Background: an optimization exercise with open tools, aiming at small area, a short achievable clock period and few clock cycles. Do not read the settings as production practice. Only simulation tests tie the RTL to the original design; equivalence was not proved. No activity file was given, so power comes from the tool's default toggle rates.

--- config.mk ---
export PLATFORM = sky130hd
export DESIGN_NAME = RISC_V_Processor
export DESIGN_NICKNAME = RISC_V_Processor
export VERILOG_FILES = /design/flow/design.v
export SDC_FILE = /design/flow/constraint.sdc
export NUM_CORES = 8
export LEC_CHECK = 0
export CAP_MARGIN = 20
export CORE_MARGIN = 2
export CORE_UTILIZATION = 40
export SETUP_SLACK_MARGIN = 0.4
export SLEW_MARGIN = 20
--- constraint.sdc ---
create_clock -name core_clock -period 12.5 [get_ports {clk}]
set_input_delay 2.5000 -clock core_clock [delete_from_list [all_inputs] [get_ports {clk}]]
set_output_delay 2.5000 -clock core_clock [all_outputs]
set_load 0.01 [all_outputs]
--- design.v ---
module Adder #(parameter W = 64) (
    input  [W-1:0] a,
    input  [W-1:0] b,
    input          ci,
    output [W-1:0] c,
    output         co
);
    localparam L = (W <= 2) ? 1 : (W <= 4) ? 2 : (W <= 8) ? 3 : (W <= 16) ? 4 :
                   (W <= 32) ? 5 : (W <= 64) ? 6 : 7;
    wire [W-1:0] p0 = a ^ b;
    wire [W-1:0] g0 = a & b;
    wire [W-1:0] g [0:L];
    wire [W-1:0] p [0:L];
    assign g[0] = {g0[W-1:1], g0[0] | (p0[0] & ci)};
    assign p[0] = p0;
    genvar k, i;
    generate
        for (k = 0; k < L; k = k + 1) begin : lvl
            for (i = 0; i < W; i = i + 1) begin : col
                if (i >= (1 << k)) begin : merge
                    assign g[k+1][i] = g[k][i] | (p[k][i] & g[k][i - (1 << k)]);
                    assign p[k+1][i] = p[k][i] & p[k][i - (1 << k)];
                end else begin : pass
                    assign g[k+1][i] = g[k][i];
                    assign p[k+1][i] = p[k][i];
                end
            end
        end
    endgenerate
    assign c  = p0 ^ {g[L][W-2:0], ci};
    assign co = g[L][W-1];
endmodule
module registerFile (
    input  [63:0] WriteData,
    input  [4:0]  rs1,
    input  [4:0]  rs2,
    input  [4:0]  rd,
    input  RegWrite,
    input  clk,
    input  reset,
    output [63:0] ReadData1,
    output [63:0] ReadData2
);
    wire [63:0] regs [1:31];
    wire [31:1] w;
    wire [31:0] dec1 = 32'd1 << rs1;
    wire [31:0] dec2 = 32'd1 << rs2;
    wire [31:1] sel1 = dec1[31:1] & w;
    wire [31:1] sel2 = dec2[31:1] & w;
    wire        dflt1 = ~|sel1;
    wire        dflt2 = ~|sel2;
    reg  [63:0] rd1, rd2;
    integer k;
    always @(*) begin
        rd1 = {59'd0, rs1 & {5{dflt1}}};
        rd2 = {59'd0, rs2 & {5{dflt2}}};
        for (k = 1; k < 32; k = k + 1) begin
            rd1 = rd1 | (regs[k] & {64{sel1[k]}});
            rd2 = rd2 | (regs[k] & {64{sel2[k]}});
        end
    end
    assign ReadData1 = rd1;
    assign ReadData2 = rd2;
    genvar i;
    generate
        for (i = 1; i < 32; i = i + 1) begin : gen_reg
            reg [63:0] r;
            reg        wr;
            always @(posedge clk or posedge reset) begin
                if (reset == 1'b1)
                    wr <= 1'b0;
                else if (RegWrite == 1'b1 && rd == i)
                    wr <= 1'b1;
            end
            always @(posedge clk) begin
                if (RegWrite == 1'b1 && rd == i)
                    r <= WriteData;
            end
            assign regs[i] = r;
            assign w[i]    = wr;
        end
    endgenerate
endmodule
module RISC_V_Processor(
    input clk, reset,
    output [63:0] Inst_address,
    input  [31:0] Inst_data,
    output [63:0] Mem_Addr,
    output [63:0] Mem_WriteData,
    output        Mem_Write,
    output        Mem_Read,
    input  [63:0] Mem_ReadData
);
    localparam OP_ADD = 2'd0, OP_SUB = 2'd1, OP_AND = 2'd2, OP_OR = 2'd3;
    reg [63:0] pc;
    reg        id_valid;
    reg        id_jumped;        
    reg [31:0] id_ir;
    reg [13:0] id_tlo;           
    reg [50:0] id_pchi;          
    reg        ex_regwrite, ex_memread, ex_memwrite, ex_branch;
    reg        ex_sub, ex_and, ex_or;
    reg [4:0]  ex_rd;
    reg [63:0] ex_a, ex_b, ex_s, ex_target;
    reg        ex_fwds_ld;
    reg        mem_regwrite, mem_memread, mem_memwrite;
    reg [4:0]  mem_rd;
    reg [63:0] mem_alu, mem_sd;
    wire [31:0] fi     = Inst_data;
    wire        f_unc  = (fi[6:0] == 7'b1100011) & (fi[19:15] == fi[24:20]);
    wire [12:0] f_imm  = {fi[31], fi[7], fi[30:25], fi[11:8], 1'b0};
    wire [13:0] f_lo   = {1'b0, pc[12:0]} + {1'b0, f_imm};
    wire [63:0] pc4    = pc + 64'd4;
    wire [6:0] opc = id_ir[6:0];
    wire [4:0] rs1 = id_ir[19:15];
    wire [4:0] rs2 = id_ir[24:20];
    wire [4:0] rd  = id_ir[11:7];
    wire is_r    = (opc == 7'b0110011);
    wire is_ld   = (opc == 7'b0000011);
    wire is_sd   = (opc == 7'b0100011);
    wire is_br   = (opc == 7'b1100011);
    wire is_addi = (opc == 7'b0010011);
    wire br_same = (rs1 == rs2);
    wire uses1   = is_r | is_ld | is_sd | is_addi | (is_br & ~br_same);
    wire uses2   = is_r | (is_br & ~br_same);
    wire b_reg   = is_r | is_br;
    wire d_regwrite = (is_r | is_ld | is_addi) & (rd != 5'd0);
    wire [3:0] fn = {id_ir[30], id_ir[14:12]};
    wire [1:0] d_op = ~is_r            ? OP_ADD :
                      (fn == 4'b1000)  ? OP_SUB :
                      (fn == 4'b0111)  ? OP_AND :
                      (fn == 4'b0110)  ? OP_OR  : OP_ADD;
    wire [63:0] imm_i = {{52{id_ir[31]}}, id_ir[31:20]};
    wire [63:0] imm_s = {{52{id_ir[31]}}, id_ir[31:25], id_ir[11:7]};
    wire        t_carry = id_tlo[13];
    wire        t_sign  = id_ir[31];
    wire [50:0] t_hi    = id_pchi + {{50{t_sign & ~t_carry}}, t_sign ^ t_carry};
    wire [63:0] id_target = {t_hi, id_tlo[12:0]};
    wire        id_fix  = id_valid & id_jumped & (t_sign ^ t_carry);
    wire stall     = id_valid & ex_memread &
                     ((uses1 & (ex_rd == rs1)) | (uses2 & (ex_rd == rs2)));
    wire [63:0] rf1, rf2;
    wire [63:0] mem_wd = mem_memread ? Mem_ReadData : mem_alu;
    registerFile rFile(
            .WriteData(mem_wd),
            .rs1(rs1),
            .rs2(rs2),
            .rd(mem_rd),
            .clk(clk),
            .reset(reset),
            .RegWrite(mem_regwrite),
            .ReadData1(rf1), .ReadData2(rf2)
        );
    wire mem_hit1 = mem_regwrite & (mem_rd == rs1);
    wire mem_hit2 = mem_regwrite & (mem_rd == rs2);
    wire [63:0] rv1_nl = mem_hit1 ? mem_alu : rf1;
    wire [63:0] rv2_nl = mem_hit2 ? mem_alu : rf2;
    wire ld1 = mem_hit1 & mem_memread;
    wire ld2 = mem_hit2 & mem_memread;
    wire [63:0] rv1   = ld1 ? Mem_ReadData : rv1_nl;
    wire [63:0] rv2   = ld2 ? Mem_ReadData : rv2_nl;
    wire [63:0] b_nl  = b_reg ? rv2_nl : (is_sd ? imm_s : imm_i);
    wire [63:0] b_val = (b_reg & ld2) ? Mem_ReadData : b_nl;
    wire fwd1 = ex_regwrite & ~ex_memread & (ex_rd == rs1);
    wire fwd2 = ex_regwrite & ~ex_memread & (ex_rd == rs2);
    wire [63:0] A = ex_a;
    wire [63:0] B = ex_b;
    wire [63:0] S = ex_fwds_ld ? Mem_ReadData : ex_s;
    wire [63:0] sum;
    wire        sum_co;
    Adder #(.W(64)) add_alu(.a(A), .b(B ^ {64{ex_sub}}), .ci(ex_sub),
                            .c(sum), .co(sum_co));
    wire [63:0] result = ex_and ? (A & B) :
                         ex_or  ? (A | B) : sum;
    wire taken = ex_branch & (A == B);
    assign Inst_address  = pc;
    assign Mem_Addr      = mem_alu;
    assign Mem_WriteData = mem_sd;
    assign Mem_Write     = mem_memwrite;
    assign Mem_Read      = mem_memread;
    wire jump = ~taken & ~id_fix & ~stall & f_unc;
    always @(posedge clk or posedge reset) begin
        if (reset == 1'b1) begin
            pc           <= 64'd0;
            id_valid     <= 1'b0;
            ex_regwrite  <= 1'b0;
            ex_memread   <= 1'b0;
            ex_memwrite  <= 1'b0;
            ex_branch    <= 1'b0;
            mem_regwrite <= 1'b0;
            mem_memread  <= 1'b0;
            mem_memwrite <= 1'b0;
        end else begin
            if (jump)
                pc <= {pc[63:13], f_lo[12:0]};
            else
                pc <= taken ? ex_target : id_fix ? id_target : stall ? pc : pc4;
            if (taken | id_fix)
                id_valid <= 1'b0;
            else if (!stall)
                id_valid <= 1'b1;
            if (taken | stall | ~id_valid) begin
                ex_regwrite <= 1'b0;
                ex_memread  <= 1'b0;
                ex_memwrite <= 1'b0;
                ex_branch   <= 1'b0;
            end else begin
                ex_regwrite <= d_regwrite;
                ex_memread  <= is_ld;
                ex_memwrite <= is_sd;
                ex_branch   <= is_br & ~br_same;
            end
            mem_regwrite <= ex_regwrite;
            mem_memread  <= ex_memread;
            mem_memwrite <= ex_memwrite;
        end
    end
    always @(posedge clk) begin
        if (!stall) begin
            id_ir     <= Inst_data;
            id_tlo    <= f_lo;
            id_pchi   <= pc[63:13];
            id_jumped <= f_unc;
        end
        ex_sub    <= (d_op == OP_SUB);
        ex_and    <= (d_op == OP_AND);
        ex_or     <= (d_op == OP_OR);
        ex_rd     <= rd;
        ex_a      <= fwd1 ? result : rv1;
        ex_b      <= (fwd2 & b_reg) ? result : b_val;
        ex_s      <= fwd2 ? result : rv2;
        ex_target <= id_target;
        ex_fwds_ld <= ex_regwrite & ex_memread & (ex_rd == rs2);
        mem_rd    <= ex_rd;
        mem_alu   <= result;
        mem_sd    <= S;
    end
endmodule
--- flow/run.sh ---
#!/bin/bash
# The standard ORFS flow, unchanged, asked to repair setup timing
# toward a tighter target than the constraint (a larger setup margin).
set -o pipefail
bash standard.sh SETUP_SLACK_MARGIN=8.6 finish > standard.log 2>&1
--- standard.sh ---
#!/bin/bash
# synth_recipe.tcl (not shown) runs the flow's synth.tcl, then flattens the netlist and writes it again
# the make line also repeats each setting of config.mk as NAME=value (left out here)
make -C /OpenROAD-flow-scripts/flow DESIGN_CONFIG=/design/flow/config.mk WORK_HOME=/design/flow/orfs CLKGATE_MAP_FILE= SYNTH_SCRIPT=/design/flow/synth_recipe.tcl "${@:-finish}"
==> run summary, run 1 <==
met1 Usage GRT -> 0.513
Seq cells post-synth -> 2583
TritonRoute pass-1 iters -> 15
Leak -> 48.5 nW
minimum clock period -> 4.62 ns
Routability Congestion -> 1.02
Most Crowded Layer GR -> met2
drt total wl -> 639 mm
drt drc -> 0
setup violators final -> 0
Clock Power Share -> 0.427
max_slew headroom -> 0.115
area grow syn2layout -> 20.8%
Worst Path Required -> 13.03 ns
top-count cell post-synth -> edfxtp_1
row count -> 197
P_sw -> 0.00486 W
Logic pwr share -> 0.086
RSZ-0062 raised after global routing -> true
Max-Cap Viols -> 0
final hold vios -> 0
setup ws final -> 7.88 ns
syn nets -> 9212
share of the synthesized area in the top cell type -> 0.543
dpl ws -> 7.07 ns
initial DRC count -> 26200
Cell Area, Synth -> 115000 sq um
Sw Ratio -> 0.244
multi-input logic area -> 42200 sq um
crit path DAT -> 5.15 ns
asr flop ratio synth -> 0.0399
grt met2 use -> 0.550
Nets -> 9772
fraction of layout instances using a drive strength above 1 -> 0.213
filler instances -> 24700
CTS tree -> done
area leader, netlist -> edfxtp_1
Clock Root Buffer -> clkbuf_16
WL/cell -> 47.3 um
Worst Hold Class -> reg2reg
Post-Synth Adder-Cell Area -> 0.0281
Layout Check Fails -> antenna rules
Setup Skew -> 0.0522 ns
via count -> 106000
Worst-Skew Late Latency -> 0.94 ns
critical path fanouts, max -> 30
Area contributors post-synth -> edfxtp_1 54%, dfxtp_1 6.9%, a22oi_1 5.9%
Sequential Power Share -> 0.487
initial antenna violation count -> 60
Die ar. -> 292000 sq um
first-pass GRT wire length -> 836 mm
Top FF cell, synth -> edfxtp_1
Overall Global Routing Usage -> 0.416
status -> complete, but fails checks
hold_buf cts -> 0
H-tree Lvls -> 5
Critical Path Source Type -> flop
drt via density -> 7.85
yosys warns -> 3
register area share after synthesis -> 0.634
Crit. End Element -> flop
total congestion overflow -> 0
Power Density -> 143 nW/um^2
P_int -> 0.0151 W
PortBufs -> 291
Die Wd -> 541 um
Slew @ Worst Pin -> 1.33 ns
largest net degree at the start of global routing -> 90
Boundary Pins -> 292
CTS max path bufs -> 4
Crit Path Class -> reg2reg
starting utilization of the core area -> 0.401
Post-DP Area -> 123000 sq um
final instance area -> 139000 sq um
Placeable Area -> 287000 sq um
Clock Pin Slew Worst Setup and Hold Paths -> 0.07 ns
fin crit share -> 0.370
M3 GR Usage -> 0.211
HPWL Detailed -> 351 mm
TritonCTS Buffers -> 277
Post-Synth Simple-Gate Area -> 0.0743
Synth top cells by count -> 2082 x edfxtp_1, 902 x a22oi_1, 468 x clkbuf_1, 458 x a221oi_1, 452 x a22o_1
achievable frequency -> 216 MHz
post-route ant nets -> 1
Synth Area in XOR/XNOR -> 0.0192
worst-case vdd ir drop -> 0.106 mV
proportion of synthesized area in mux cells -> 0.0136
vias in the first global route -> 96100
EDFF count, synth -> 2082
TNS Setup -> 0 ns
Netlist cell types -> 95
DIE HEIGHT -> 541 um
post-synthesis compound-gate area fraction -> 0.200
Num Clock Sinks -> 2583
Reg area -> 73400 sq um
Synth Instances -> 8857
Avg Inst Size Synth -> 13.0 sq um
Slew Viols, Final -> 0
largest family of logic cells by synthesized area -> compound AO/OA/AOI/OAI gates
[registers in the layout (all words and copies together), names as in the netlist, 5 cells and up]
register and flops:
ex_a 64, ex_b 64, ex_rd 5, ex_s 64
ex_target 64, id_ir 32, id_pchi 51, id_tlo 14
mem_alu 64, mem_rd 5, mem_sd 64, pc 64
rFile.gen.r 1984, rFile.gen.wr 31
[final timing paths]
path	startpoint	depth (start not counted)	slack (ns)	endpoint
worst max-delay path	mem_regwrite	4	7.88	rFile.gen_reg[17].r[46]
worst min-delay path	id_tlo[12]	0	0.35	ex_target[12]
worst max register to register	mem_regwrite	4	7.88	rFile.gen_reg[17].r[46]
worst min register to register	id_tlo[12]	0	0.35	ex_target[12]
max in group asynchronous	reset	3	9.07	pc[14]
min in group asynchronous	reset	2	2.19	ex_memwrite
[critical path, stage by stage, from the launching register on]
cell     delay (ns)
dfrtp_1        1.02
nand3_1        0.59
nor2_4         0.67
buf_4          1.00
buf_4          0.86
[power by group through the flow]
stage                     Clock [W]  Sequential [W]  Combinational (W)
after floorplan                   0         0.00984           0.000819
after global placement            0         0.00991            0.00136
after detailed placement          0         0.00992            0.00137
after CTS                   0.00845         0.00971            0.00156
after global routing        0.00876         0.00972            0.00180
final                       0.00851         0.00972            0.00172
[placed cells by master, fill, tap and decap left out, drive strengths merged, types with 103 or more instances in the layout]
| master | instances |
|---|---|
| ha | 254 |
| clkbuf | 357 |
| inv | 244 |
| a21oi | 422 |
| buf | 805 |
| and3 | 129 |
| nor3 | 126 |
| nand2 | 286 |
| a221oi | 459 |
| dfrtp | 103 |
| xor2 | 155 |
| nor2 | 338 |
| a22oi | 902 |
| nand3 | 247 |
| edfxtp | 2082 |
| o21ai | 186 |
| mux2 | 118 |
| a22o | 452 |
| a222oi | 128 |
| nand4 | 315 |
| dfxtp | 398 |
[layout make-up]
cell class              count  share of cell area
multi-input cells        5415               0.304
clock inverters           136              0.0101
flip-flops and latches   2583               0.527
diodes                     97             0.00174
clock buffers             354              0.0550
repair buffers            906              0.0619
well taps                3781              0.0340
inverters                 234             0.00642
[repair_timing]
action / CTS / global route
buffers inserted: 243 / 113
cloned: 32 / 6
resized for setup: 1467 / 365
pin swaps: 106 / 133
setup endpoints to repair: 757 / 535
[cells by family (layout without fill, tap and decap cells)]
family | count (synthesis) | count (layout)
buf+inv | 889 | 1630
flops | 2583 | 2583
other cells | 0 | 97
mux | 142 | 143
simple gates | 1678 | 1707
xor+xnor | 252 | 252
fa+ha+maj | 257 | 257
compound gates | 3056 | 3056
[metrics by stage]
stage / util / power (W) / hold WS, ns / cells
3_5_place_dp: 0.428 / 0.0113 / 0.343 / 12500
3_3_place_gp: 0.428 / 0.0113 / 0.344 / 12500
2_1_floorplan: - / 0.0107 / 0.331 / 8857
6_report: 0.485 / 0.0199 / 0.346 / 13500
5_1_grt: 0.484 / 0.0203 / 0.359 / 13400
4_1_cts: 0.474 / 0.0197 / 0.353 / 13300
[metal layers]
metal  share of wire  wire (um)
met1            0.33     210000
met2            0.38     240000
met3            0.19     120000
met4            0.10      66800
met5          0.0029       1850
Testbench counts, summed over its fixed seeds: cycles 66,592.
==> run 2: changes to the inputs <==
--- a/design.v
+++ b/design.v
@@ -35,6 +35,7 @@
     input  [4:0]  rs1,
     input  [4:0]  rs2,
-    input  [4:0]  rd,
-    input  RegWrite,
+    input  [31:0] dec1,        
+    input  [31:0] dec2,
+    input  [31:1] we,          
     input  clk,
     input  reset,
@@ -44,6 +45,4 @@
     wire [63:0] regs [1:31];
     wire [31:1] w;
-    wire [31:0] dec1 = 32'd1 << rs1;
-    wire [31:0] dec2 = 32'd1 << rs2;
     wire [31:1] sel1 = dec1[31:1] & w;
     wire [31:1] sel2 = dec2[31:1] & w;
@@ -70,9 +69,9 @@
                 if (reset == 1'b1)
                     wr <= 1'b0;
-                else if (RegWrite == 1'b1 && rd == i)
+                else if (we[i] == 1'b1)
                     wr <= 1'b1;
             end
             always @(posedge clk) begin
-                if (RegWrite == 1'b1 && rd == i)
+                if (we[i] == 1'b1)
                     r <= WriteData;
             end
@@ -97,7 +96,9 @@
     reg        id_jumped;        
     reg [31:0] id_ir;
+    reg [31:0] id_dec1, id_dec2;  
+    reg        id_mhit1, id_mhit2;  
     reg [13:0] id_tlo;           
     reg [50:0] id_pchi;          
-    reg        ex_regwrite, ex_memread, ex_memwrite, ex_branch;
+    reg        ex_regwrite, ex_memread, ex_memwrite, ex_branch, ex_uncond;
     reg        ex_sub, ex_and, ex_or;
     reg [4:0]  ex_rd;
@@ -105,4 +106,6 @@
     reg        ex_fwds_ld;
     reg        mem_regwrite, mem_memread, mem_memwrite;
+    reg        mem_ldwb;         
+    reg [31:1] mem_we;           
     reg [4:0]  mem_rd;
     reg [63:0] mem_alu, mem_sd;
@@ -137,25 +140,26 @@
     wire [50:0] t_hi    = id_pchi + {{50{t_sign & ~t_carry}}, t_sign ^ t_carry};
     wire [63:0] id_target = {t_hi, id_tlo[12:0]};
-    wire        id_fix  = id_valid & id_jumped & (t_sign ^ t_carry);
+    wire        id_cross = id_jumped & (t_sign ^ t_carry);
     wire stall     = id_valid & ex_memread &
                      ((uses1 & (ex_rd == rs1)) | (uses2 & (ex_rd == rs2)));
     wire [63:0] rf1, rf2;
-    wire [63:0] mem_wd = mem_memread ? Mem_ReadData : mem_alu;
+    wire [63:0] mem_wd = mem_ldwb ? Mem_ReadData : mem_alu;
     registerFile rFile(
             .WriteData(mem_wd),
             .rs1(rs1),
             .rs2(rs2),
-            .rd(mem_rd),
+            .dec1(id_dec1),
+            .dec2(id_dec2),
+            .we(mem_we),
             .clk(clk),
             .reset(reset),
-            .RegWrite(mem_regwrite),
             .ReadData1(rf1), .ReadData2(rf2)
         );
-    wire mem_hit1 = mem_regwrite & (mem_rd == rs1);
-    wire mem_hit2 = mem_regwrite & (mem_rd == rs2);
+    wire mem_hit1 = id_mhit1;
+    wire mem_hit2 = id_mhit2;
     wire [63:0] rv1_nl = mem_hit1 ? mem_alu : rf1;
     wire [63:0] rv2_nl = mem_hit2 ? mem_alu : rf2;
-    wire ld1 = mem_hit1 & mem_memread;
-    wire ld2 = mem_hit2 & mem_memread;
+    wire ld1 = mem_hit1 & mem_ldwb;
+    wire ld2 = mem_hit2 & mem_ldwb;
     wire [63:0] rv1   = ld1 ? Mem_ReadData : rv1_nl;
     wire [63:0] rv2   = ld2 ? Mem_ReadData : rv2_nl;
@@ -173,5 +177,6 @@
     wire [63:0] result = ex_and ? (A & B) :
                          ex_or  ? (A | B) : sum;
-    wire taken = ex_branch & (A == B);
+    wire taken = ex_branch & (ex_uncond | (A == B));
+    wire [31:0] ex_wdec = 32'd1 << ex_rd;
     assign Inst_address  = pc;
     assign Mem_Addr      = mem_alu;
@@ -179,5 +184,5 @@
     assign Mem_Write     = mem_memwrite;
     assign Mem_Read      = mem_memread;
-    wire jump = ~taken & ~id_fix & ~stall & f_unc;
+    wire jump = ~taken & ~stall & f_unc;
     always @(posedge clk or posedge reset) begin
         if (reset == 1'b1) begin
@@ -191,10 +196,12 @@
             mem_memread  <= 1'b0;
             mem_memwrite <= 1'b0;
+            mem_ldwb     <= 1'b0;
+            mem_we       <= 31'd0;
         end else begin
             if (jump)
                 pc <= {pc[63:13], f_lo[12:0]};
             else
-                pc <= taken ? ex_target : id_fix ? id_target : stall ? pc : pc4;
-            if (taken | id_fix)
+                pc <= taken ? ex_target : stall ? pc : pc4;
+            if (taken)
                 id_valid <= 1'b0;
             else if (!stall)
@@ -209,9 +216,11 @@
                 ex_memread  <= is_ld;
                 ex_memwrite <= is_sd;
-                ex_branch   <= is_br & ~br_same;
+                ex_branch   <= is_br & (~br_same | id_cross);
             end
             mem_regwrite <= ex_regwrite;
             mem_memread  <= ex_memread;
             mem_memwrite <= ex_memwrite;
+            mem_ldwb     <= ex_memread & ex_regwrite;
+            mem_we       <= ex_regwrite ? ex_wdec[31:1] : 31'd0;
         end
     end
@@ -219,8 +228,12 @@
         if (!stall) begin
             id_ir     <= Inst_data;
+            id_dec1   <= 32'd1 << Inst_data[19:15];
+            id_dec2   <= 32'd1 << Inst_data[24:20];
             id_tlo    <= f_lo;
             id_pchi   <= pc[63:13];
             id_jumped <= f_unc;
         end
+        id_mhit1  <= ex_regwrite & (ex_rd == (stall ? rs1 : Inst_data[19:15]));
+        id_mhit2  <= ex_regwrite & (ex_rd == (stall ? rs2 : Inst_data[24:20]));
         ex_sub    <= (d_op == OP_SUB);
         ex_and    <= (d_op == OP_AND);
@@ -231,4 +244,5 @@
         ex_s      <= fwd2 ? result : rv2;
         ex_target <= id_target;
+        ex_uncond <= br_same;
         ex_fwds_ld <= ex_regwrite & ex_memread & (ex_rd == rs2);
         mem_rd    <= ex_rd;
==> flow/run.sh (replaced) <==
#!/bin/bash
# The standard ORFS flow (standard.sh), unchanged, with these settings:
#  - setup repair aims for a larger slack than the constraint needs
#    (SETUP_SLACK_MARGIN), so the achieved clock period is shorter;
#  - buf_2 as the port buffer cell;
#  - a denser core (CORE_UTILIZATION 60), for shorter wires;
#  - larger clock-tree sink clusters (fewer clock buffers);
#  - more antenna repair rounds after detailed routing, if needed.
# ORFS writes each step's full log under orfs/logs; make's output goes to
# standard.log here.
set -o pipefail
bash standard.sh SETUP_SLACK_MARGIN=8.6 CORE_UTILIZATION=60 \
  BUFFER_PORTS_ARGS="-buffer_cell sky130_fd_sc_hd__buf_2" \
  CTS_CLUSTER_SIZE=25 CTS_CLUSTER_DIAMETER=80 \
  MAX_REPAIR_ANTENNAS_ITER_DRT=8 \
  finish > standard.log 2>&1
==> run summary, run 2 <==
CTS tree -> done
Routability Congestion -> 1.01
drt total wl -> 562 mm
max_slew headroom -> 0.0487
Seq cells post-synth -> 2674
syn nets -> 9349
EDFF count, synth -> 2144
vias in the first global route -> 92600
fin crit share -> 0.331
Area contributors post-synth -> edfxtp_1 55%, dfxtp_1 6.7%, a22oi_1 4.8%
Overall Global Routing Usage -> 0.549
TritonCTS Buffers -> 139
largest net degree at the start of global routing -> 90
area leader, netlist -> edfxtp_1
RSZ-0062 raised after global routing -> true
Setup Skew -> 0.0546 ns
HPWL Detailed -> 322 mm
crit path cell chain -> and2_4 > buf_4 > buf_4 > a22o_1 > a221oi_1 > nand3_1 > nor4_2 > a21oi_1 > a21oi_1 > o21ai_0
CTS max path bufs -> 3
Slew Viols, Final -> 0
final non-filler cell total -> 11900
final hold vios -> 0
Boundary Pins -> 292
CP max stage cell -> nor4_2
largest reg by FF count -> rFile.gen.r
Netlist cell types -> 100
Post-Synth Adder-Cell Area -> 0.0275
commonest non-fill, non-tap cell in the layout -> edfxtp_1
Clock Root Buffer -> clkbuf_16
Avg Inst Size Synth -> 13.1 sq um
dpl ws -> 6.89 ns
Clock Pin Slew Worst Setup and Hold Paths -> 0.10 ns
Cell Area, Synth -> 118000 sq um
Synth Instances -> 8994
initial DRC count -> 24300
hold_buf cts -> 0
post-route ant nets -> 0
Worst Path Required -> 13.21 ns
TNS Setup -> 0 ns
delay of the slowest cell on the worst path -> 0.84 ns
TritonRoute pass-1 iters -> 13
Critical Path Source Type -> flop
Synth top cells by count -> 2144 x edfxtp_1, 751 x a22oi_1, 595 x a221oi_1, 586 x a22o_1, 525 x a21oi_1
Top FF cell, synth -> edfxtp_1
setup violators final -> 0
DIE HEIGHT -> 447 um
register area share after synthesis -> 0.643
crit path DAT -> 4.85 ns
worst-case vdd ir drop -> 0.187 mV
top-count cell post-synth -> edfxtp_1
row count -> 162
reg-to-reg slack, setup -> 8.36 ns
area grow syn2layout -> 11.2%
first-pass GRT wire length -> 749 mm
Die Wd -> 447 um
largest family of logic cells by synthesized area -> compound AO/OA/AOI/OAI gates
Cells after DPL -> 11500
most frequent cells in the layout -> 2144 x edfxtp_1, 751 x a22oi_1, 592 x a221oi_1, 586 x a22o_1, 507 x a21oi_1
Synth Area in XOR/XNOR -> 0.0169
drt via density -> 8.42
Worst-Skew Late Latency -> 0.88 ns
drt drc -> 0
proportion of synthesized area in mux cells -> 0.00873
Slew @ Worst Pin -> 1.42 ns
Crit Path Class -> reg2reg
Post-DP Area -> 123000 sq um
Leak -> 45.4 nW
Placeable Area -> 195000 sq um
Nets -> 9559
Die ar. -> 200000 sq um
crit-path leading delay family -> simple AND/OR/NAND/NOR gates
yosys warns -> 3
fraction of layout instances using a drive strength above 1 -> 0.162
Num Clock Sinks -> 2674
via count -> 101000
filler instances -> 14000
total congestion overflow -> 0
minimum clock period -> 4.14 ns
initial antenna violation count -> 60
H-tree Lvls -> 4
Buf/Inv on CP -> 2
status -> no timing/DRC/antenna violations
final instance area -> 131000 sq um
PortBufs -> 291
Max-Cap Viols -> 0
Worst Hold Class -> reg2reg
critical path fanouts, max -> 29
post-synthesis compound-gate area fraction -> 0.199
starting utilization of the core area -> 0.604
setup ws final -> 8.36 ns
Crit. End Element -> flop
achievable frequency -> 242 MHz
share of the synthesized area in the top cell type -> 0.547
WL/cell -> 47.1 um
Post-Synth Simple-Gate Area -> 0.0766
Power Density -> 141 nW/um^2
max FFs per register -> 1984
asr flop ratio synth -> 0.0501
[run 2: cell count changes after synthesis, moves of 48 or more]
| cell | previous run | this run |
|---|---|---|
| and2_1 | 14 | 91 |
| a21oi_1 | 418 | 525 |
| a22o_1 | 452 | 586 |
| a22oi_1 | 902 | 751 |
| nand2b_1 | 26 | 104 |
| nor2_1 | 338 | 240 |
| a221oi_1 | 458 | 595 |
| and3_1 | 104 | 29 |
| nand2_1 | 283 | 401 |
| a222oi_1 | 128 | 0 |
| edfxtp_1 | 2082 | 2144 |
| mux2_2 | 117 | 69 |
[run 2: final timing paths]
kind | startpoint | end | cells past startpoint
setup reg to reg | rFile.gen_reg[27].wr | ex_a[42] | 10
max in group asynchronous | reset | mem_ldwb | 4
min in group asynchronous | reset | mem_we[20] | 3
hold reg to reg | id_tlo[0] | ex_target[0] | 0
hold / removal | id_tlo[0] | ex_target[0] | 0
setup / recovery | rFile.gen_reg[27].wr | ex_a[42] | 10
[run 2: cells by family (layout without fill, tap and decap cells)]
logic type                 count (synthesis)  count (layout)
DFF                                     2674            2674
xor gates and xnor gates                 227             227
AOI/OAI and AO/OA                       3109            3109
and+or+nand+nor                         1752            1755
buffers and inverters                    881            1164
other                                      0              41
muxes                                     94              94
adders and majority gates                257             257
[run 2: through the flow]
stage	hold WS (ns)	util	power, W
after CTS	0.340	0.664	0.0181
after global placement	0.324	0.631	0.0127
after detailed placement	0.327	0.632	0.0127
after global routing	0.354	0.671	0.0188
final	0.340	0.671	0.0184
after floorplan	0.323	-	0.0119
[run 2: report_power, final]
group	switching (W)	total, W	leakage, nW	internal (W)
Clock	0.00306	0.00541	2.17	0.00234
Sequential	0.000207	0.0102	24.3	0.0100
Combinational	0.00168	0.00275	18.9	0.00108
[run 2: worst register-to-register path: stages, from the launching register on]
cell and delay [ns]:
dfrtp_1 0.42, and2_4 0.41, buf_4 0.54, buf_4 0.44
a22o_1 0.24, a221oi_1 0.21, nand3_1 0.18, nor4_2 0.84
a21oi_1 0.08, a21oi_1 0.47, o21ai_0 0.15
[run 2: cell type report]
type                       instances  area (sq um)  area share
antenna                           41           103    0.000785
clock buffer                     165          3790      0.0290
clock inverter                    52           651     0.00498
inverter                         237           923     0.00706
multi-input combinational       5442         40500       0.310
sequential                      2674         76000       0.581
tap                             2624          3280      0.0251
timing repair buffer             709          5480      0.0419
timing repair inverter             1          8.76   0.0000670
[run 2: what timing repair did]
| action | CTS | global route |
|---|---|---|
| pin swaps | 30 | 48 |
| gates cloned | 5 | 2 |
| gates resized for setup | 295 | 156 |
| setup buffers | 101 | 35 |
| setup endpoints to repair | 481 | 238 |
[run 2: routing by layer]
| layer | vias to the layer above | global-route usage | routed length [um] |
|---|---|---|---|
| met4 | 68 | 0.460 | 64800 |
| met2 | 12100 | 0.740 | 218000 |
| met3 | 3650 | 0.252 | 106000 |
| met5 | - | 0.00855 | 798 |
| met1 | 48100 | 0.667 | 172000 |
| li1 | 36600 | - | - |
Testbench counts of run 2, summed over its fixed seeds: cycles 66,592.
==> run 3: changes to the inputs <==
--- a/design.v
+++ b/design.v
@@ -35,18 +35,18 @@
     input  [4:0]  rs1,
     input  [4:0]  rs2,
-    input  [31:0] dec1,        
-    input  [31:0] dec2,
+    input  [31:1] sel1,        
+    input  [31:1] sel2,
+    input         dflt1,       
+    input         dflt2,
     input  [31:1] we,          
     input  clk,
     input  reset,
     output [63:0] ReadData1,
-    output [63:0] ReadData2
+    output [63:0] ReadData2,
+    output [31:1] written
 );
     wire [63:0] regs [1:31];
     wire [31:1] w;
-    wire [31:1] sel1 = dec1[31:1] & w;
-    wire [31:1] sel2 = dec2[31:1] & w;
-    wire        dflt1 = ~|sel1;
-    wire        dflt2 = ~|sel2;
+    assign written = w;
     reg  [63:0] rd1, rd2;
     integer k;
@@ -96,5 +96,6 @@
     reg        id_jumped;        
     reg [31:0] id_ir;
-    reg [31:0] id_dec1, id_dec2;  
+    reg [31:1] id_sel1, id_sel2;  
+    reg        id_dflt1, id_dflt2;  
     reg        id_mhit1, id_mhit2;  
     reg [13:0] id_tlo;           
@@ -144,4 +145,11 @@
                      ((uses1 & (ex_rd == rs1)) | (uses2 & (ex_rd == rs2)));
     wire [63:0] rf1, rf2;
+    wire [31:1] rf_written;
+    wire [4:0]  n_rs1  = stall ? rs1 : Inst_data[19:15];
+    wire [4:0]  n_rs2  = stall ? rs2 : Inst_data[24:20];
+    wire [31:0] n_dec1 = 32'd1 << n_rs1;
+    wire [31:0] n_dec2 = 32'd1 << n_rs2;
+    wire [31:1] n_sel1 = n_dec1[31:1] & (rf_written | mem_we);
+    wire [31:1] n_sel2 = n_dec2[31:1] & (rf_written | mem_we);
     wire [63:0] mem_wd = mem_ldwb ? Mem_ReadData : mem_alu;
     registerFile rFile(
@@ -149,6 +157,9 @@
             .rs1(rs1),
             .rs2(rs2),
-            .dec1(id_dec1),
-            .dec2(id_dec2),
+            .sel1(id_sel1),
+            .sel2(id_sel2),
+            .dflt1(id_dflt1),
+            .dflt2(id_dflt2),
+            .written(rf_written),
             .we(mem_we),
             .clk(clk),
@@ -228,10 +239,12 @@
         if (!stall) begin
             id_ir     <= Inst_data;
-            id_dec1   <= 32'd1 << Inst_data[19:15];
-            id_dec2   <= 32'd1 << Inst_data[24:20];
             id_tlo    <= f_lo;
             id_pchi   <= pc[63:13];
             id_jumped <= f_unc;
         end
+        id_sel1   <= n_sel1;
+        id_sel2   <= n_sel2;
+        id_dflt1  <= ~|n_sel1;
+        id_dflt2  <= ~|n_sel2;
         id_mhit1  <= ex_regwrite & (ex_rd == (stall ? rs1 : Inst_data[19:15]));
         id_mhit2  <= ex_regwrite & (ex_rd == (stall ? rs2 : Inst_data[24:20]));
==> run summary, run 3 <==
Clock Root Buffer -> clkbuf_16
area grow syn2layout -> 10.5%
Overall Global Routing Usage -> 0.550
EDFF count, synth -> 2082
achievable frequency -> 238 MHz
Power Density -> 130 nW/um^2
dpl ws -> 7.54 ns
total congestion overflow -> 0
Slew @ Worst Pin -> 1.39 ns
max_slew headroom -> 0.0687
Sw Ratio -> 0.248
critical path fanouts, max -> 34
drt total wl -> 564 mm
CTS max path bufs -> 3
H-tree Lvls -> 4
crit path cell chain -> buf_4 > buf_4 > a22o_1 > a221oi_1 > nand4_1 > nor3_2 > a21oi_1 > a2111oi_0 > a211oi_1
drt drc -> 0
Max-Cap Viols -> 0
Routability Congestion -> 1.04
largest reg by FF count -> rFile.gen.r
Setup Skew -> 0.0466 ns
TritonRoute pass-1 iters -> 13
CP most frequent cell -> buf_4
Logic pwr share -> 0.088
P_int -> 0.0128 W
max FFs per register -> 1984
Worst Path Required -> 13.21 ns
delay of the slowest cell on the worst path -> 1.03 ns
share of the synthesized area in the top cell type -> 0.531
worst-case vdd ir drop -> 0.174 mV
RSZ-0062 raised after global routing -> true
setup violators final -> 0
hold_buf cts -> 0
minimum clock period -> 4.20 ns
final instance area -> 130000 sq um
PortBufs -> 291
yosys warns -> 3
Sequential Power Share -> 0.587
Leak -> 45.2 nW
Crit. End Element -> flop
Seq cells post-synth -> 2676
fraction of layout instances using a drive strength above 1 -> 0.148
fin crit share -> 0.336
Clock Power Share -> 0.324
Top FF cell, synth -> edfxtp_1
Boundary Pins -> 292
CP max stage cell -> nor3_2
initial DRC count -> 25800
Num Clock Sinks -> 2676
Clock Pin Slew Worst Setup and Hold Paths -> 0.10 ns
Synth Instances -> 9205
first-pass GRT wire length -> 752 mm
Nets -> 9717
row count -> 162
Post-DP Area -> 123000 sq um
TNS Setup -> 0 ns
WL/cell -> 46.6 um
via count -> 102000
Buf/Inv on CP -> 2
vias in the first global route -> 93000
commonest non-fill, non-tap cell in the layout -> edfxtp_1
Avg Inst Size Synth -> 12.8 sq um
register area share after synthesis -> 0.638
top-count cell post-synth -> edfxtp_1
Critical Path Source Type -> flop
TritonCTS Buffers -> 143
DIE HEIGHT -> 447 um
crit-path leading delay family -> compound AO/OA/AOI/OAI gates
Crit Path Class -> reg2reg
status -> no timing/DRC/antenna violations
initial antenna violation count -> 41
area leader, netlist -> edfxtp_1
Placeable Area -> 195000 sq um
final hold vios -> 0
Synth top cells by count -> 2082 x edfxtp_1, 1073 x a22oi_1, 594 x a21oi_1, 460 x dfxtp_1, 450 x clkbuf_1
Die ar. -> 200000 sq um
Cell Area, Synth -> 118000 sq um
Netlist cell types -> 103
most frequent cells in the layout -> 2082 x edfxtp_1, 1073 x a22oi_1, 580 x a21oi_1, 425 x a221oi_1, 423 x a22o_1
Slew Viols, Final -> 0
drt via density -> 8.43
starting utilization of the core area -> 0.603
Die Wd -> 447 um
post-route ant nets -> 0
asr flop ratio synth -> 0.0501
Worst Hold Class -> reg2reg
Worst-Skew Late Latency -> 0.88 ns
HPWL Detailed -> 323 mm
Area contributors post-synth -> edfxtp_1 53%, dfxtp_1 7.8%, a22oi_1 6.8%
crit path DAT -> 4.90 ns
P_sw -> 0.00420 W
CTS tree -> done
syn nets -> 9560
largest net degree at the start of global routing -> 83
setup ws final -> 8.30 ns
==> run 3: cell types whose count changed in the layout (fill, tap and decap cells not counted), moves of 39 or more <==
cell      change
edfxtp_1     -62
and2_4       -63
a22o_1      -163
nor3_1       +39
a21oi_1      +73
a22oi_1     +322
nand3_1      +57
dfxtp_4      +65
a221oi_1    -167
o21ai_0      +53
==> run 3: layout make-up <==
class / count / area [sq um]
Multi-Input combinational cell: 5607 / 40300
Inverter: 247 / 940
Fill cell: 14300 / 64900
Timing Repair Buffer: 687 / 5210
Clock inverter: 56 / 613
Sequential cell: 2676 / 75600
Clock buffer: 182 / 4020
Tap cell: 2624 / 3280
Antenna cell: 38 / 95.1
==> run 3: layer usage <==
metal,up-vias,track usage,routed length [um]
met1,48800,0.688,177000
met3,3498,0.254,108000
met2,12500,0.726,217000
met4,40,0.447,61600
li1,37200,-,-
met5,-,0.00659,373
==> run 3: logic make-up after synthesis <==
logic type / share of synthesized area
AO/OA/AOI/OAI: 0.201
flip-flops: 0.638
AND/OR/NAND/NOR: 0.0778
buffers and inverters: 0.0301
adder cells (fa/ha/maj): 0.0275
XOR/XNOR: 0.0159
multiplexers: 0.00942
==> run 3: power by group through the flow <==
stage / sequential [W] / clock [W] / combinational [W]
3_5_place_dp: 0.0102 / 0 / 0.00128
6_report: 0.00996 / 0.00550 / 0.00150
3_3_place_gp: 0.0102 / 0 / 0.00126
5_1_grt: 0.00998 / 0.00572 / 0.00159
2_1_floorplan: 0.0101 / 0 / 0.000809
4_1_cts: 0.00996 / 0.00542 / 0.00140
==> run 3: worst paths after layout <==
check	end	from	cells after the start	slack [ns]
max in group asynchronous	mem_we[28]	reset	4	9.01
hold reg to reg	ex_target[1]	id_tlo[1]	0	0.35
setup reg to reg	ex_b[54]	id_sel2[31]	9	8.30
hold / removal	ex_target[1]	id_tlo[1]	0	0.35
min in group asynchronous	mem_memread	reset	2	1.75
setup / recovery	ex_b[54]	id_sel2[31]	9	8.30
==> run 3: through the flow <==
step | power, W | hold WS, ns | instances | util
CTS | 0.0168 | 0.342 | 12000 | 0.663
detailed placement | 0.0115 | 0.327 | 11700 | 0.630
global placement | 0.0114 | 0.325 | 11700 | 0.630
finish | 0.0170 | 0.346 | 12100 | 0.667
global route | 0.0173 | 0.348 | 12100 | 0.667
floorplan | 0.0109 | 0.323 | 9205 | -
==> run 3: timing repair <==
item / 4_1_cts / 5_1_grt
endpoints found under the setup margin: 366 / 306
pin swaps: 6 / 25
cloned: 0 / 3
setup buffers: 94 / 24
resized for setup: 261 / 96
Testbench counts of run 3, summed over its fixed seeds: cycles 66,592.
==> run 4: changes to the inputs <==
--- a/flow/run.sh
+++ b/flow/run.sh
@@ -10,5 +10,5 @@
 # standard.log here.
 set -o pipefail
-bash standard.sh SETUP_SLACK_MARGIN=8.6 CORE_UTILIZATION=60 \
+bash standard.sh SETUP_SLACK_MARGIN=8.8 CORE_UTILIZATION=60 \
   BUFFER_PORTS_ARGS="-buffer_cell sky130_fd_sc_hd__buf_2" \
   CTS_CLUSTER_SIZE=25 CTS_CLUSTER_DIAMETER=80 \
==> run summary, run 4 <==
Die Wd -> 447 um
most frequent cells in the layout -> 2082 x edfxtp_1, 1071 x a22oi_1, 530 x a21oi_1, 472 x buf_4, 424 x a221oi_1
setup ws final -> 8.48 ns
Reg area -> 75700 sq um
Slew @ Worst Pin -> 1.40 ns
Clock Root Buffer -> clkbuf_16
fin crit share -> 0.322
Worst-Skew Late Latency -> 0.89 ns
worst-case vdd ir drop -> 0.166 mV
Clock Pin Slew Worst Setup and Hold Paths -> 0.10 ns
Seq cells post-synth -> 2676
max_slew headroom -> 0.0584
Slew Viols, Final -> 0
Synth top cells by count -> 2082 x edfxtp_1, 1073 x a22oi_1, 594 x a21oi_1, 460 x dfxtp_1, 450 x clkbuf_1
max FFs per register -> 1984
fin util -> 0.681
Crit. End Element -> flop
Max-Cap Viols -> 0
Top FF cell, synth -> edfxtp_1
P_int -> 0.0128 W
Die ar. -> 200000 sq um
CTS max path bufs -> 3
total congestion overflow -> 0
post-route ant nets -> 0
Area contributors post-synth -> edfxtp_1 53%, dfxtp_1 7.8%, a22oi_1 6.8%
dpl ws -> 6.91 ns
row count -> 162
TNS Setup -> 0 ns
Nets -> 9850
via count -> 103000
Worst Hold Class -> reg2reg
setup violators final -> 0
Logic pwr share -> 0.097
HPWL Detailed -> 323 mm
CTS tree -> done
initial antenna violation count -> 45
yosys warns -> 3
syn nets -> 9560
Final Power -> 0.0170 W
EDFF count, synth -> 2082
filler instances -> 13900
Crit Path Class -> reg2reg
Critical Path Source Type -> flop
P_sw -> 0.00420 W
reg-to-reg slack, setup -> 8.48 ns
hold_buf cts -> 0
final hold vios -> 0
drt drc -> 0
minimum clock period -> 4.02 ns
Netlist cell types -> 103
Power Density -> 128 nW/um^2
Leak -> 46.2 nW
Num Clock Sinks -> 2676
vias in the first global route -> 94100
Clock Power Share -> 0.316
Worst Path Required -> 13.21 ns
Routability Congestion -> 1.04
Avg Inst Size Synth -> 12.8 sq um
hold path cells -> 0
largest reg by FF count -> rFile.gen.r
register area share after synthesis -> 0.638
Boundary Pins -> 292
Overall Global Routing Usage -> 0.552
area leader, netlist -> edfxtp_1
TritonRoute pass-1 iters -> 14
commonest non-fill, non-tap cell in the layout -> edfxtp_1
initial DRC count -> 25600
drt total wl -> 570 mm
Placeable Area -> 195000 sq um
critical path fanouts, max -> 25
RSZ-0062 raised after global routing -> true
Sw Ratio -> 0.248
achievable frequency -> 249 MHz
DIE HEIGHT -> 447 um
Reg2Reg Depth -> 8
status -> no timing/DRC/antenna violations
Setup Skew -> 0.0567 ns
top-count cell post-synth -> edfxtp_1
first-pass GRT wire length -> 755 mm
drt via density -> 8.45
TritonCTS Buffers -> 139
WL/cell -> 46.5 um
Synth Instances -> 9205
share of the synthesized area in the top cell type -> 0.531
PortBufs -> 291
starting utilization of the core area -> 0.603
multi-input logic area -> 41600 sq um
Sequential Power Share -> 0.588
fraction of layout instances using a drive strength above 1 -> 0.184
asr flop ratio synth -> 0.0501
Cell Area, Synth -> 118000 sq um
H-tree Lvls -> 4
area grow syn2layout -> 12.9%
largest net degree at the start of global routing -> 128
crit path DAT -> 4.74 ns
run 4: final timing paths:
kind                        startpoint            to
min                          id_tlo[1]  ex_target[1]
max reg2reg                id_sel1[18]      ex_a[49]
min in group asynchronous        reset   mem_memread
max in group asynchronous        reset        pc[11]
max                        id_sel1[18]      ex_a[49]
min reg2reg                  id_tlo[1]  ex_target[1]
run 4: metrics by stage:
stage                     hold slack, ns  cells  area (sq um)
final                              0.347  12200        133000
after floorplan                    0.323   9205        118000
after global routing               0.346  12200        133000
after CTS                          0.349  12100        131000
after global placement             0.324  11700        123000
after detailed placement           0.327  11700        123000
run 4: repair_timing:
| action | in CTS | in global routing |
|---|---|---|
| cloned | 6 | 1 |
| endpoints found under the setup margin | 599 | 483 |
| resized for setup | 489 | 287 |
| buffers inserted | 163 | 78 |
| pin swaps | 70 | 152 |
run 4: routing by layer:
metal / up-vias / track usage / share of wire
met5: - / 0.00195 / 0.00077
met4: 37 / 0.440 / 0.11
met3: 3686 / 0.264 / 0.19
met2: 12900 / 0.732 / 0.39
met1: 49300 / 0.684 / 0.31
li1: 37500 / - / -
run 4: kinds of logic (layout without fill, tap and decap cells):
kind of cell	count (synthesis)	after routing	synth area share
AOI/OAI and AO/OA	3247	3249	0.201
adders and majority gates	257	257	0.0275
muxes	102	102	0.00942
buffers and inverters	923	1293	0.0301
and+or+nand+nor	1786	1786	0.0778
DFF	2676	2676	0.638
xor gates and xnor gates	214	214	0.0159
other	0	46	0
run 4: critical path: stages (launching register included):
cell	delay [ns]
dfxtp_4	0.58
buf_4	0.47
buf_4	0.51
a22oi_1	0.38
nand4_1	0.18
nor4_2	1.08
a21oi_1	0.12
a211oi_1	0.40
a21oi_2	0.06
run 4: final cells by class:
cell class                      count  share of cell area
Timing Repair inverter              2           0.0000942
Timing Repair Buffer              821              0.0512
Multi-Input combinational cell   5608               0.313
Sequential cell                  2676               0.570
Inverter                          247             0.00710
Clock buffer                      172              0.0290
Antenna cell                       46            0.000866
Tap cell                         2624              0.0247
Clock inverter                     51             0.00414
run 4: power groups by stage:
stage | logic (W) | clock network [W] | registers (W)
3_3_place_gp | 0.00126 | 0 | 0.0102
3_5_place_dp | 0.00128 | 0 | 0.0102
2_1_floorplan | 0.000813 | 0 | 0.0101
6_report | 0.00164 | 0.00535 | 0.00997
4_1_cts | 0.00148 | 0.00528 | 0.00996
5_1_grt | 0.00173 | 0.00557 | 0.00998
==> run 5: changes to the inputs <==
==> flow/run.sh (replaced) <==
#!/bin/bash
# The standard ORFS flow (standard.sh), unchanged, with these settings:
#  - setup repair aims for a larger slack than the constraint needs
#    (SETUP_SLACK_MARGIN), so the achieved clock period is shorter;
#  - buf_1 as the port buffer cell;
#  - a denser core (CORE_UTILIZATION 65), for shorter wires;
#  - larger clock-tree sink clusters (fewer clock buffers);
#  - more antenna repair rounds after detailed routing, if needed.
# ORFS writes each step's full log under orfs/logs; make's output goes to
# standard.log here.
set -o pipefail
bash standard.sh SETUP_SLACK_MARGIN=8.8 CORE_UTILIZATION=65 \
  BUFFER_PORTS_ARGS="-buffer_cell sky130_fd_sc_hd__buf_1" \
  CTS_CLUSTER_SIZE=25 CTS_CLUSTER_DIAMETER=80 \
  MAX_REPAIR_ANTENNAS_ITER_DRT=8 \
  finish > standard.log 2>&1
==> run summary, run 5 <==
R2R Path Start -> id_sel1[8]
Num Clock Sinks -> 2676
asr flop ratio synth -> 0.0501
max FFs per register -> 1984
Die Wd -> 429 um
commonest non-fill, non-tap cell in the layout -> edfxtp_1
hold path cells -> 0
status -> no timing/DRC/antenna violations
crit path cell chain -> buf_4 > buf_4 > a22o_1 > a221oi_1 > nand3_1 > nor4_1 > a21oi_1 > a21oi_1 > o21ai_0
Overall Global Routing Usage -> 0.587
TritonRoute pass-1 iters -> 13
achievable frequency -> 248 MHz
Clock Root Buffer -> clkbuf_16
drt drc -> 0
Setup Skew -> 0.0367 ns
worst-case vdd ir drop -> 0.132 mV
Area contributors post-synth -> edfxtp_1 53%, dfxtp_1 7.8%, a22oi_1 6.8%
filler instances -> 11800
area leader, netlist -> edfxtp_1
area grow syn2layout -> 12.7%
PortBufs -> 291
HPWL Detailed -> 314 mm
yosys warns -> 3
Clock Pin Slew Worst Setup and Hold Paths -> 0.10 ns
fin crit share -> 0.322
Placeable Area -> 180000 sq um
setup violators final -> 0
Reg area -> 75700 sq um
syn nets -> 9560
initial antenna violation count -> 53
top-count cell post-synth -> edfxtp_1
reg2reg end -> ex_a[34]
Worst-Skew Late Latency -> 0.88 ns
hold_buf cts -> 0
Top FF cell, synth -> edfxtp_1
critical path fanouts, max -> 30
vias in the first global route -> 94900
TritonCTS Buffers -> 140
share of the synthesized area in the top cell type -> 0.531
Logic pwr share -> 0.095
via count -> 105000
H-tree Lvls -> 4
starting utilization of the core area -> 0.652
multi-input logic area -> 41700 sq um
fin util -> 0.735
EDFF count, synth -> 2082
CP max stage cell -> nor4_1
first-pass GRT wire length -> 747 mm
TNS Setup -> 0 ns
largest reg by FF count -> rFile.gen.r
Max-Cap Viols -> 0
Final Power -> 0.0170 W
final hold vios -> 0
DIE HEIGHT -> 429 um
worst setup path endpoint -> ex_a[34]
drt total wl -> 560 mm
P_sw -> 0.00421 W
Reg2Reg Depth -> 9
largest net degree at the start of global routing -> 128
Clock Power Share -> 0.318
Boundary Pins -> 292
Die ar. -> 184000 sq um
RSZ-0062 raised after global routing -> true
Crit. End Element -> flop
Sequential Power Share -> 0.587
minimum clock period -> 4.03 ns
Crit Path Class -> reg2reg
CTS max path bufs -> 3
Critical Path Source Type -> flop
Sw Ratio -> 0.248
Cells after DPL -> 11500
Leak -> 45.9 nW
Hold WS -> 0.346 ns
Worst Path Required -> 13.23 ns
P_int -> 0.0128 W
CTS tree -> done
final non-filler cell total -> 12000
Netlist cell types -> 103
initial DRC count -> 27700
most frequent cells in the layout -> 2082 x edfxtp_1, 1073 x a22oi_1, 550 x a21oi_1, 444 x buf_4
Synth Instances -> 9205
Slew Viols, Final -> 0
Power Density -> 128 nW/um^2
Cell Area, Synth -> 118000 sq um
Avg Inst Size Synth -> 12.8 sq um
delay of the slowest cell on the worst path -> 0.97 ns
Nets -> 9819
drt via density -> 8.73
crit path DAT -> 4.75 ns
register area share after synthesis -> 0.638
reg-to-reg slack, setup -> 8.47 ns
Routability Congestion -> 1.04
row count -> 156
Worst Hold Class -> reg2reg
CP Launch Point -> id_sel1[8]
max_slew headroom -> 0.0997
total congestion overflow -> 0
WL/cell -> 46.7 um
Slew @ Worst Pin -> 1.34 ns
Seq cells post-synth -> 2676
fraction of layout instances using a drive strength above 1 -> 0.171
Synth top cells by count -> 2082 x edfxtp_1, 1073 x a22oi_1, 594 x a21oi_1, 460 x dfxtp_1, 450 x clkbuf_1
post-route ant nets -> 0
==> run 5: kinds of logic after synthesis <==
| group | after synthesis | share of synthesized area |
|---|---|---|
| AO/OA/AOI/OAI | 3247 | 0.201 |
| flip-flops | 2676 | 0.638 |
| AND/OR/NAND/NOR | 1786 | 0.0778 |
| buffers and inverters | 923 | 0.0301 |
| adder cells (fa/ha/maj) | 257 | 0.0275 |
| XOR/XNOR | 214 | 0.0159 |
| multiplexers | 102 | 0.00942 |
==> run 5: final cells by class <==
type,count,share of cell area
sequential,2676,0.571
multi-input combinational,5610,0.314
inverter,247,0.00712
antenna,70,0.00132
tap,2370,0.0224
clock buffer,182,0.0294
timing repair buffer,789,0.0494
clock inverter,55,0.00450
==> run 5: metrics by stage <==
| stage | instance area (sq um) | setup slack (ns) |
|---|---|---|
| after floorplan | 118000 | 8.04 |
| after global placement | 122000 | 7.30 |
| after detailed placement | 122000 | 7.22 |
| after CTS | 130000 | 8.50 |
| after global routing | 132000 | 8.46 |
| final | 133000 | 8.47 |
==> run 5: timing repair <==
| item | 4_1_cts | 5_1_grt |
|---|---|---|
| setup endpoints to repair | 512 | 349 |
| pin swaps | 46 | 90 |
| resized for setup | 647 | 303 |
| cloned | 5 | 3 |
| buffers inserted | 133 | 91 |
==> run 5: worst min path at each step <==
stage | from | end
after global placement | id_tlo[6] | ex_target[6]
final | id_tlo[11] | ex_target[11]
after CTS | id_tlo[11] | ex_target[11]
after detailed placement | id_tlo[12] | ex_target[12]
after global routing | id_tlo[10] | ex_target[10]
after floorplan | id_tlo[0] | ex_target[0]
==> run 5: power by group through the flow <==
| stage | Sequential, W | Clock, W | Combinational [W] |
|---|---|---|---|
| 2_1_floorplan | 0.0101 | 0 | 0.000813 |
| 4_1_cts | 0.00996 | 0.00530 | 0.00145 |
| 3_5_place_dp | 0.0102 | 0 | 0.00127 |
| 3_3_place_gp | 0.0102 | 0 | 0.00124 |
| 6_report | 0.00996 | 0.00541 | 0.00161 |
| 5_1_grt | 0.00997 | 0.00561 | 0.00169 |
==> run 5: worst max-delay path, delay by kind of cell (launching register included) <==
family                 cells  cell delay (ns)
AO/OA/AOI/OAI              5             1.16
AND/OR/NAND/NOR            2             1.09
buffers and inverters      2             1.01
flip-flops                 1             0.49
==> run 5: layer usage <==
layer	vias to the layer above	track usage	wire [um]
met2	13700	0.771	214000
met4	47	0.520	70500
met5	-	0.0206	772
met3	4516	0.315	112000
met1	49000	0.688	164000
li1	37500	-	-
==> run 6: changes to the inputs <==
--- a/design.v
+++ b/design.v
@@ -104,5 +104,7 @@
     reg        ex_sub, ex_and, ex_or;
     reg [4:0]  ex_rd;
-    reg [63:0] ex_a, ex_b, ex_s, ex_target;
+    reg [63:0] ex_a, ex_b, ex_target;    
+    reg [11:0] ex_imm;                     
+    reg        ex_useimm;                  
     reg        ex_fwds_ld;
     reg        mem_regwrite, mem_memread, mem_memwrite;
@@ -135,6 +137,5 @@
                       (fn == 4'b0111)  ? OP_AND :
                       (fn == 4'b0110)  ? OP_OR  : OP_ADD;
-    wire [63:0] imm_i = {{52{id_ir[31]}}, id_ir[31:20]};
-    wire [63:0] imm_s = {{52{id_ir[31]}}, id_ir[31:25], id_ir[11:7]};
+    wire [11:0] imm12 = is_sd ? {id_ir[31:25], id_ir[11:7]} : id_ir[31:20];
     wire        t_carry = id_tlo[13];
     wire        t_sign  = id_ir[31];
@@ -175,11 +176,9 @@
     wire [63:0] rv1   = ld1 ? Mem_ReadData : rv1_nl;
     wire [63:0] rv2   = ld2 ? Mem_ReadData : rv2_nl;
-    wire [63:0] b_nl  = b_reg ? rv2_nl : (is_sd ? imm_s : imm_i);
-    wire [63:0] b_val = (b_reg & ld2) ? Mem_ReadData : b_nl;
     wire fwd1 = ex_regwrite & ~ex_memread & (ex_rd == rs1);
     wire fwd2 = ex_regwrite & ~ex_memread & (ex_rd == rs2);
     wire [63:0] A = ex_a;
-    wire [63:0] B = ex_b;
-    wire [63:0] S = ex_fwds_ld ? Mem_ReadData : ex_s;
+    wire [63:0] B = ex_useimm ? {{52{ex_imm[11]}}, ex_imm} : ex_b;
+    wire [63:0] S = ex_fwds_ld ? Mem_ReadData : ex_b;
     wire [63:0] sum;
     wire        sum_co;
@@ -254,6 +253,7 @@
         ex_rd     <= rd;
         ex_a      <= fwd1 ? result : rv1;
-        ex_b      <= (fwd2 & b_reg) ? result : b_val;
-        ex_s      <= fwd2 ? result : rv2;
+        ex_b      <= fwd2 ? result : rv2;
+        ex_imm    <= imm12;
+        ex_useimm <= ~b_reg;
         ex_target <= id_target;
         ex_uncond <= br_same;
==> flow/run.sh (replaced) <==
#!/bin/bash
# The standard ORFS flow (standard.sh), unchanged, with these settings:
#  - setup repair aims for a larger slack than the constraint needs
#    (SETUP_SLACK_MARGIN), so the achieved clock period is shorter;
#  - buf_2 as the port buffer cell;
#  - a denser core (CORE_UTILIZATION 60), for shorter wires;
#  - larger clock-tree sink clusters (fewer clock buffers);
#  - more antenna repair rounds after detailed routing, if needed.
# ORFS writes each step's full log under orfs/logs; make's output goes to
# standard.log here.
set -o pipefail
bash standard.sh SETUP_SLACK_MARGIN=8.8 CORE_UTILIZATION=60 \
  BUFFER_PORTS_ARGS="-buffer_cell sky130_fd_sc_hd__buf_2" \
  CTS_CLUSTER_SIZE=25 CTS_CLUSTER_DIAMETER=80 \
  MAX_REPAIR_ANTENNAS_ITER_DRT=8 \
  finish > standard.log 2>&1
==> run summary, run 6 <==
status -> no timing/DRC/antenna violations
top-count cell post-synth -> edfxtp_1
Slew Viols, Final -> 0
crit path DAT -> 4.82 ns
Max-Cap Viols -> 0
DIE HEIGHT -> 444 um
row count -> 161
PortBufs -> 291
post-synthesis compound-gate area fraction -> 0.197
Slew @ Worst Pin -> 1.36 ns
Seq cells post-synth -> 2625
achievable frequency -> 243 MHz
CTS tree -> done
syn nets -> 9417
largest reg by FF count -> rFile.gen.r
Post-Synth Adder-Cell Area -> 0.0279
drt drc -> 0
Setup Skew -> 0.0546 ns
final non-filler cell total -> 12100
drt via density -> 8.47
minimum clock period -> 4.12 ns
RSZ-0062 raised after global routing -> true
asr flop ratio synth -> 0.0510
critical path fanouts, max -> 24
fraction of layout instances using a drive strength above 1 -> 0.213
Routability Congestion -> 1.01
WL/cell -> 46.9 um
TNS Setup -> 0 ns
Clock Pin Slew Worst Setup and Hold Paths -> 0.10 ns
register area share after synthesis -> 0.639
Synth Instances -> 9062
Nets -> 9795
starting utilization of the core area -> 0.603
Clock Root Buffer -> clkbuf_16
proportion of synthesized area in mux cells -> 0.0124
Leak -> 46.0 nW
fin crit share -> 0.330
post-route ant nets -> 0
Avg Inst Size Synth -> 12.8 sq um
area grow syn2layout -> 15.5%
Critical Path Source Type -> flop
hold_buf cts -> 0
Top FF cell, synth -> edfxtp_1
final instance area -> 134000 sq um
yosys warns -> 3
Post-DP Area -> 121000 sq um
HPWL Detailed -> 318 mm
first-pass GRT wire length -> 756 mm
Boundary Pins -> 292
share of the synthesized area in the top cell type -> 0.539
Final Power -> 0.0170 W
worst-case vdd ir drop -> 0.153 mV
CTS max path bufs -> 3
EDFF count, synth -> 2082
Cell Area, Synth -> 116000 sq um
drt total wl -> 568 mm
Power Density -> 127 nW/um^2
Netlist cell types -> 96
TritonCTS Buffers -> 136
filler instances -> 13200
setup ws final -> 8.38 ns
max FFs per register -> 1984
setup violators final -> 0
max_slew headroom -> 0.0960
via count -> 103000
Worst-Skew Late Latency -> 0.89 ns
vias in the first global route -> 94000
Worst Hold Class -> reg2reg
largest family of logic cells by synthesized area -> compound AO/OA/AOI/OAI gates
Num Clock Sinks -> 2625
Overall Global Routing Usage -> 0.558
initial antenna violation count -> 54
total congestion overflow -> 0
Cells after DPL -> 11500
commonest non-fill, non-tap cell in the layout -> edfxtp_1
Area contributors post-synth -> edfxtp_1 54%, a22oi_1 8.0%, dfxtp_1 7.1%
most frequent cells in the layout -> 2082 x edfxtp_1, 1233 x a22oi_1, 531 x a21oi_1, 511 x buf_4
final hold vios -> 0
Post-Synth Simple-Gate Area -> 0.0757
Die ar. -> 197000 sq um
Worst Path Required -> 13.20 ns
Synth top cells by count -> 2082 x edfxtp_1, 1233 x a22oi_1, 652 x a21oi_1, 469 x clkbuf_1, 409 x dfxtp_1
Synth Area in XOR/XNOR -> 0.0177
Crit Path Class -> reg2reg
Placeable Area -> 192000 sq um
H-tree Lvls -> 4
area leader, netlist -> edfxtp_1
initial DRC count -> 24600
TritonRoute pass-1 iters -> 14
dpl ws -> 6.98 ns
Crit. End Element -> flop
Die Wd -> 444 um
largest net degree at the start of global routing -> 90
==> run 6: cell count changes after synthesis, moves of 51 or more <==
cell,delta
nand2_1,-85
a22o_1,-82
a21oi_1,+58
xnor2_1,+70
a22oi_1,+160
a221oi_1,-75
dfxtp_1,-51
a21o_1,-56
==> run 6: logic make-up after synthesis <==
group | count (synthesis)
AO/OA/AOI/OAI | 3164
buffers and inverters | 947
multiplexers | 133
adder cells (fa/ha/maj) | 257
flip-flops | 2625
AND/OR/NAND/NOR | 1702
XOR/XNOR | 234
==> run 6: what timing repair did <==
action	in CTS	in global routing
buffers inserted	201	112
setup endpoints to repair	501	415
cloned	19	8
resized for setup	736	329
pin swaps	102	170
==> run 6: worst max-delay path, stage by stage (launching register included) <==
cell and delay [ns]:
dfxtp_4 0.62, buf_4 0.51, a22o_1 0.33, a221oi_1 0.27, nand4_1 0.19, nor3_2 0.88
a21oi_1 0.16, a211oi_1 0.93, a221oi_2 0.03
==> run 6: path summary, 6_finish.rpt <==
path	start	endpoint	slack, ns	cells past startpoint
min in group asynchronous	reset	rFile.gen_reg[16].wr	1.59	2
worst min-delay path	id_tlo[8]	ex_target[8]	0.34	0
max in group asynchronous	reset	pc[6]	9.46	3
worst min register to register	id_tlo[8]	ex_target[8]	0.34	0
worst max register to register	id_sel2[21]	ex_b[47]	8.38	8
worst max-delay path	id_sel2[21]	ex_b[47]	8.38	8
==> run 6: through the flow <==
step / util / hold WS [ns]
after floorplan: - / 0.323
after global placement: 0.631 / 0.325
after detailed placement: 0.631 / 0.327
after CTS: 0.681 / 0.350
after global routing: 0.695 / 0.351
final: 0.696 / 0.340
==> run 6: report_power, final <==
part           leakage (nW)  switching (W)  internal (W)
combinational          20.3        0.00112      0.000747
clock                  2.11        0.00298       0.00228
sequential             23.6       0.000146       0.00968
total                  46.0        0.00425        0.0127
==> run 6: cell type report <==
type                       count  area [sq um]  share of cell area
timing repair buffer         902          8000              0.0598
antenna                       46           115            0.000860
tap                         2526          3160              0.0236
inverter                     279          1060             0.00794
sequential                  2625         74700               0.558
clock buffer                 175          3790              0.0283
multi-input combinational   5496         42500               0.317
clock inverter                50           549             0.00410
==> run 6: per-layer routing <==
metal	vias to the layer above	track usage	wire, um
met2	12600	0.747	221000
li1	37100	-	-
met5	-	0.00635	455
met3	3978	0.262	107000
met1	48800	0.672	173000
met4	56	0.485	66900
Testbench counts of run 6, summed over its fixed seeds: cycles 66,592.

port drivers added, routing unchanged:
How much do the figures lean on ideal ports? The routed layouts below were timed once more, with nothing changed but the port constraints.
Step 1 (the two cells are an assumption about what drives the block):
set clk [get_ports {clk}]
set_driving_cell -lib_cell sky130_fd_sc_hd__clkbuf_16 $clk
set_driving_cell -lib_cell sky130_fd_sc_hd__buf_2 [delete_from_list [all_inputs] $clk]
Step 2 moves the port delays by t, midway between the first and last clock arrival at a register: inputs arrive t later, outputs are due t later. That takes back most of the time a late clock gives input paths.
Three values: no drivers, after step 1, after step 2; two values: the first two.
run | t (ns) | slack for setup (ns) | worst slew at a driven data input, ns | pins driven straight from the clock port
run 1 | 1.018 | 7.878 / 7.878 / 7.526 | 0.10 | 1
run 2 | 0.958 | 8.360 / 8.360 / 7.767 | 0.08 | 1
run 3 | 0.964 | 8.304 / 8.304 / 7.651 | 0.09 | 1
run 4 | 0.968 | 8.477 / 8.418 / 7.691 | 0.08 | 1
run 5 | 0.962 | 8.474 / 8.423 / 7.629 | 0.08 | 1
run 6 | 0.959 | 8.380 / 8.380 / 7.846 | 0.11 | 1
For run 5, which loses most, drivers alone change the setup slack by -0.051 ns; drivers and shift together by -0.845 ns.
